This is an optimization exercise on Yosys and OpenROAD, whose aim is small area and a short achievable clock period, not a production implementation.
Power and IR drop assume default switching activity.

==> inputs of try-violet <==
## syn_fifo
module syn_fifo (
  input        clk,
  input        rst,
  input        wr_cs,
  input        rd_cs,
  input  [7:0] data_in,
  input        rd_en,
  input        wr_en,
  output reg [7:0] data_out,
  output reg   empty,
  output reg   full
);
==> module ram_dp_ar_aw, before the edit <==
module ram_dp_ar_aw (
  input             clk,
  input             we,         
  input       [7:0] waddr,      
  input       [7:0] wdata,
  input      [31:0] row_sel,    
  input      [31:0] row_sel0,   
  output reg [63:0] col_q       
);
reg [7:0] mem [0:255];
always @(posedge clk)
  if (we)
    mem[waddr] <= wdata;
integer r, c;
reg [63:0] col_d;
always @(*) begin
  col_d = 64'd0;
  for (c = 0; c < 8; c = c + 1)
    for (r = 0; r < 32; r = r + 1)
      col_d[8*c +: 8] = col_d[8*c +: 8] |
        (mem[8*r+c] & {8{(c == 0) ? row_sel0[r] : row_sel[r]}});
end
always @(posedge clk)
  col_q <= col_d;
endmodule
==> module syn_fifo, before the edit <==
module syn_fifo (
  input        clk,
  input        rst,
  input        wr_cs,
  input        rd_cs,
  input  [7:0] data_in,
  input        rd_en,
  input        wr_en,
  output reg [7:0] data_out,
  output reg   empty,
  output reg   full
);
wire wr = wr_cs & wr_en;
wire rd = rd_cs & rd_en;
reg        wr_q;
reg  [7:0] din_q, din_qq;
reg  [7:0] wr_pointer;
always @(posedge clk or posedge rst)
  if (rst)
    wr_q <= 1'b0;
  else
    wr_q <= wr;
always @(posedge clk) begin
  din_q  <= data_in;
  din_qq <= din_q;
end
always @(posedge clk or posedge rst)
  if (rst)
    wr_pointer <= 8'd0;
  else if (wr_q)
    wr_pointer <= wr_pointer + 8'd1;
reg  [7:0]  rd_col;
reg  [31:0] rd_row;
always @(posedge clk or posedge rst)
  if (rst) begin
    rd_col <= 8'd1;
    rd_row <= 32'd1;
  end else if (rd) begin
    rd_col <= {rd_col[6:0], rd_col[7]};
    if (rd_col[7])
      rd_row <= {rd_row[30:0], rd_row[31]};
  end
wire [31:0] row_sel0 = rd_col[0] ? rd_row : {rd_row[30:0], rd_row[31]};
reg  [7:0] status_cnt;
reg        byp1, byp2;     
always @(posedge clk or posedge rst)
  if (rst) begin
    status_cnt <= 8'd0;
    empty      <= 1'b1;
    full       <= 1'b0;
  end else if (rd & ~wr) begin
    status_cnt <= status_cnt - 8'd1;
    empty      <= (status_cnt == 8'd1);
    full       <= 1'b0;
  end else if (wr & ~rd) begin
    status_cnt <= status_cnt + 8'd1;
    empty      <= 1'b0;
    full       <= (status_cnt == 8'd254);
  end
always @(posedge clk or posedge rst)
  if (rst) begin
    byp1 <= 1'b0;
    byp2 <= 1'b0;
  end else begin
    byp1 <= wr   & (rd ? (status_cnt == 8'd1) : (status_cnt == 8'd0));
    byp2 <= wr_q & (rd ? (status_cnt == 8'd2) : (status_cnt == 8'd1));
  end
wire [63:0] col_q;
reg  [7:0]  col_word;
integer c;
always @(*) begin
  col_word = 8'd0;
  for (c = 0; c < 8; c = c + 1)
    col_word = col_word | (col_q[8*c +: 8] & {8{rd_col[c]}});
end
wire [7:0] head = byp1 ? din_q : (byp2 ? din_qq : col_word);
always @(posedge clk or posedge rst)
  if (rst)
    data_out <= 8'd0;
  else if (rd)
    data_out <= head;
ram_dp_ar_aw DP_RAM (
  .clk      (clk),
  .we       (wr_q),
  .waddr    (wr_pointer),
  .wdata    (din_q),
  .row_sel  (rd_row),
  .row_sel0 (row_sel0),
  .col_q    (col_q)
);
endmodule
Settings: LEC_CHECK=0, CAP_MARGIN=20, CORE_MARGIN=2, CORE_UTILIZATION=60, SETUP_SLACK_MARGIN=1.6, SLEW_MARGIN=20, SYNTH_MEMORY_MAX_BITS=4096; clock period 4.0 ns.
run.sh (not shown) runs the stock make flow with config.mk's settings and CLKGATE_MAP_FILE= SYNTH_SCRIPT=/design/flow/synth_recipe.tcl, a recipe that flattens the netlist after the stock synthesis.
==> try-lagoon: changes against try-violet <==
==> flow/design.v (replaced) <==
module ram_dp_ar_aw (
  input             clk,
  input             we,         
  input       [7:0] wcol,       
  input       [4:0] wrow,       
  input       [7:0] wdata,
  input      [31:0] row_sel,    
  input      [31:0] row_sel0,   
  output reg [63:0] col_q       
);
reg [7:0] mem [0:255];
integer r, c;
always @(posedge clk)
  for (r = 0; r < 32; r = r + 1)
    for (c = 0; c < 8; c = c + 1)
      if (we && wcol[c] && wrow == r)
        mem[8*r+c] <= wdata;
reg [63:0] col_d;
always @(*) begin
  col_d = 64'd0;
  for (c = 0; c < 8; c = c + 1)
    for (r = 0; r < 32; r = r + 1)
      col_d[8*c +: 8] = col_d[8*c +: 8] |
        (mem[8*r+c] & {8{(c == 0) ? row_sel0[r] : row_sel[r]}});
end
always @(posedge clk)
  col_q <= col_d;
endmodule
module syn_fifo (
  input        clk,
  input        rst,
  input        wr_cs,
  input        rd_cs,
  input  [7:0] data_in,
  input        rd_en,
  input        wr_en,
  output [7:0] data_out,
  output       empty,
  output       full
);
wire wr = wr_cs & wr_en;
wire rd = rd_cs & rd_en;
reg        wr_q;
reg  [7:0] din_q, din_qq;
reg  [7:1] wr_col_h;           
reg        wr_col0_n;
reg  [4:0] wr_row;             
wire [7:0] wr_col = {wr_col_h, ~wr_col0_n};
always @(posedge clk or posedge rst)
  if (rst)
    wr_q <= 1'b0;
  else
    wr_q <= wr;
always @(posedge clk) begin
  din_q  <= data_in;
  din_qq <= din_q;
end
always @(posedge clk or posedge rst)
  if (rst) begin
    wr_col_h  <= 7'd0;
    wr_col0_n <= 1'b0;
    wr_row    <= 5'd0;
  end else if (wr_q) begin
    wr_col_h  <= wr_col[6:0];
    wr_col0_n <= ~wr_col[7];
    if (wr_col[7])
      wr_row <= wr_row + 5'd1;
  end
reg  [7:1]  rd_col_h;
reg         rd_col0_n;
reg  [31:1] rd_row_h;
reg         rd_row0_n;
reg  [31:1] rd_nrow_h;         
reg         rd_nrow0_n;
wire [7:0]  rd_col  = {rd_col_h, ~rd_col0_n};
wire [31:0] rd_row  = {rd_row_h, ~rd_row0_n};
wire [31:0] rd_row0 = {rd_nrow_h, ~rd_nrow0_n};
always @(posedge clk or posedge rst)
  if (rst) begin
    rd_col_h   <= 7'd0;
    rd_col0_n  <= 1'b0;
    rd_row_h   <= 31'd0;
    rd_row0_n  <= 1'b0;
    rd_nrow_h  <= 31'd0;
    rd_nrow0_n <= 1'b0;
  end else if (rd) begin
    rd_col_h  <= rd_col[6:0];
    rd_col0_n <= ~rd_col[7];
    if (rd_col[7]) begin
      rd_row_h  <= rd_row[30:0];
      rd_row0_n <= ~rd_row[31];
    end
    if (rd_col[0]) begin
      rd_nrow_h  <= rd_row0[30:0];
      rd_nrow0_n <= ~rd_row0[31];
    end
  end
reg  [7:0] status_cnt;
reg        not_empty, is1, is2, is254, full_r;
reg        byp1, byp2;     
wire       inc = wr & ~rd;
wire       dec = rd & ~wr;
always @(posedge clk or posedge rst)
  if (rst) begin
    status_cnt <= 8'd0;
    not_empty  <= 1'b0;
    is1        <= 1'b0;
    is2        <= 1'b0;
    is254      <= 1'b0;
    full_r     <= 1'b0;
  end else if (dec) begin
    status_cnt <= status_cnt - 8'd1;
    not_empty  <= ~is1;
    is1        <= is2;
    is2        <= (status_cnt == 8'd3);
    is254      <= full_r;
    full_r     <= 1'b0;
  end else if (inc) begin
    status_cnt <= status_cnt + 8'd1;
    not_empty  <= 1'b1;
    is1        <= ~not_empty;
    is2        <= is1;
    is254      <= (status_cnt == 8'd253);
    full_r     <= is254;
  end
always @(posedge clk or posedge rst)
  if (rst) begin
    byp1 <= 1'b0;
    byp2 <= 1'b0;
  end else begin
    byp1 <= wr   & (rd ? is1 : ~not_empty);
    byp2 <= wr_q & (rd ? is2 : is1);
  end
assign empty = ~not_empty;
assign full  = full_r;
wire [63:0] col_q;
reg  [7:0]  col_word;
integer c;
always @(*) begin
  col_word = 8'd0;
  for (c = 0; c < 8; c = c + 1)
    col_word = col_word | (col_q[8*c +: 8] & {8{rd_col[c]}});
end
wire [7:0] head = byp1 ? din_q : (byp2 ? din_qq : col_word);
reg [7:0] data_out_r;
always @(posedge clk or posedge rst)
  if (rst)
    data_out_r <= 8'd0;
  else if (rd)
    data_out_r <= head;
assign data_out = data_out_r;
ram_dp_ar_aw DP_RAM (
  .clk      (clk),
  .we       (wr_q),
  .wcol     (wr_col),
  .wrow     (wr_row),
  .wdata    (din_q),
  .row_sel  (rd_row),
  .row_sel0 (rd_row0),
  .col_q    (col_q)
);
endmodule
--- a/flow/config.mk
+++ b/flow/config.mk
@@ -10,3 +10,3 @@
 export CORE_UTILIZATION = 60
-export SETUP_SLACK_MARGIN = 1.6
+export SETUP_SLACK_MARGIN = 1.8
 export SLEW_MARGIN = 20
==> qor summary <==
quantity	try-lagoon	try-violet
Outcome	timing/DRC/antenna clean	timing/DRC/antenna clean
Sequential cell area	65990 µm²	65000 µm²
Overall fraction of global-route tracks in use	44.04%	43.08%
Share of the synthesized area in compound gates (AO/OA/AOI/OAI)	10.51%	10.96%
Crit path capture	DP_RAM.mem[166][1]	DP_RAM.col_q[7]
Post-synth ARST share	4.873%	3.141%
Class of the tightest hold or removal check	in -> reg	in -> async
Shortest period the worst path allows	2.362 ns	2.537 ns
Clock group share of total power	37.1%	43.1%
Vertical extent of the die	369.3 µm	368.0 µm
CP Data Arrival Time	2.90 ns	3.25 ns
Worst hold slack	0.3727 ns	0.3023 ns
Multi-input combinational area share	14.57%	15.62%
Critical register-to-register path endpoint	DP_RAM.mem[166][1]	DP_RAM.col_q[7]
Setup slack of the worst register-to-register path	1.64 ns	1.46 ns
Vias in the first global route	46930	46430
Clock network power	19800 µW	20400 µW
Inverters excl. clock	24	9
Syn avg cell area	18.03 µm²	17.85 µm²
Drt pass-1 iters	8	9
Non-clock buffer share of cell area	5.670%	5.060%
Function was not checked in any run of this note: the RTL went through the layout flow alone.

## what the ideal ports hide
In the flow no input, the clock included, has a driving cell. The finished layouts below were timed again as built, in two steps. Step 1, drivers: a clkbuf_16 drives clk and a buf_2 each remaining input, both assumed. Step 2 adds t to the input delays and takes it off the output delays; t is the mean of the earliest and latest rising clock arrival at the registers after step 1. Input paths then give back, and output paths get back, about the clock's delay inside the block. Slacks: no drivers / after step 1 / after step 2; pairs: no drivers / after step 1.
run	t (ns)	slack for setup (ns)	clock arrival spread, ns	cell pins on the clock port's net
try-violet	0.923	1.463 / 1.463 / 0.948	0.033 / 0.033	1
try-lagoon	0.929	1.638 / 1.638 / 1.031	0.033 / 0.033	1
After both steps every run listed still meets setup and hold. For try-lagoon, which loses most, drivers alone change the setup slack by 0.000 ns; drivers and shift together by -0.607 ns.
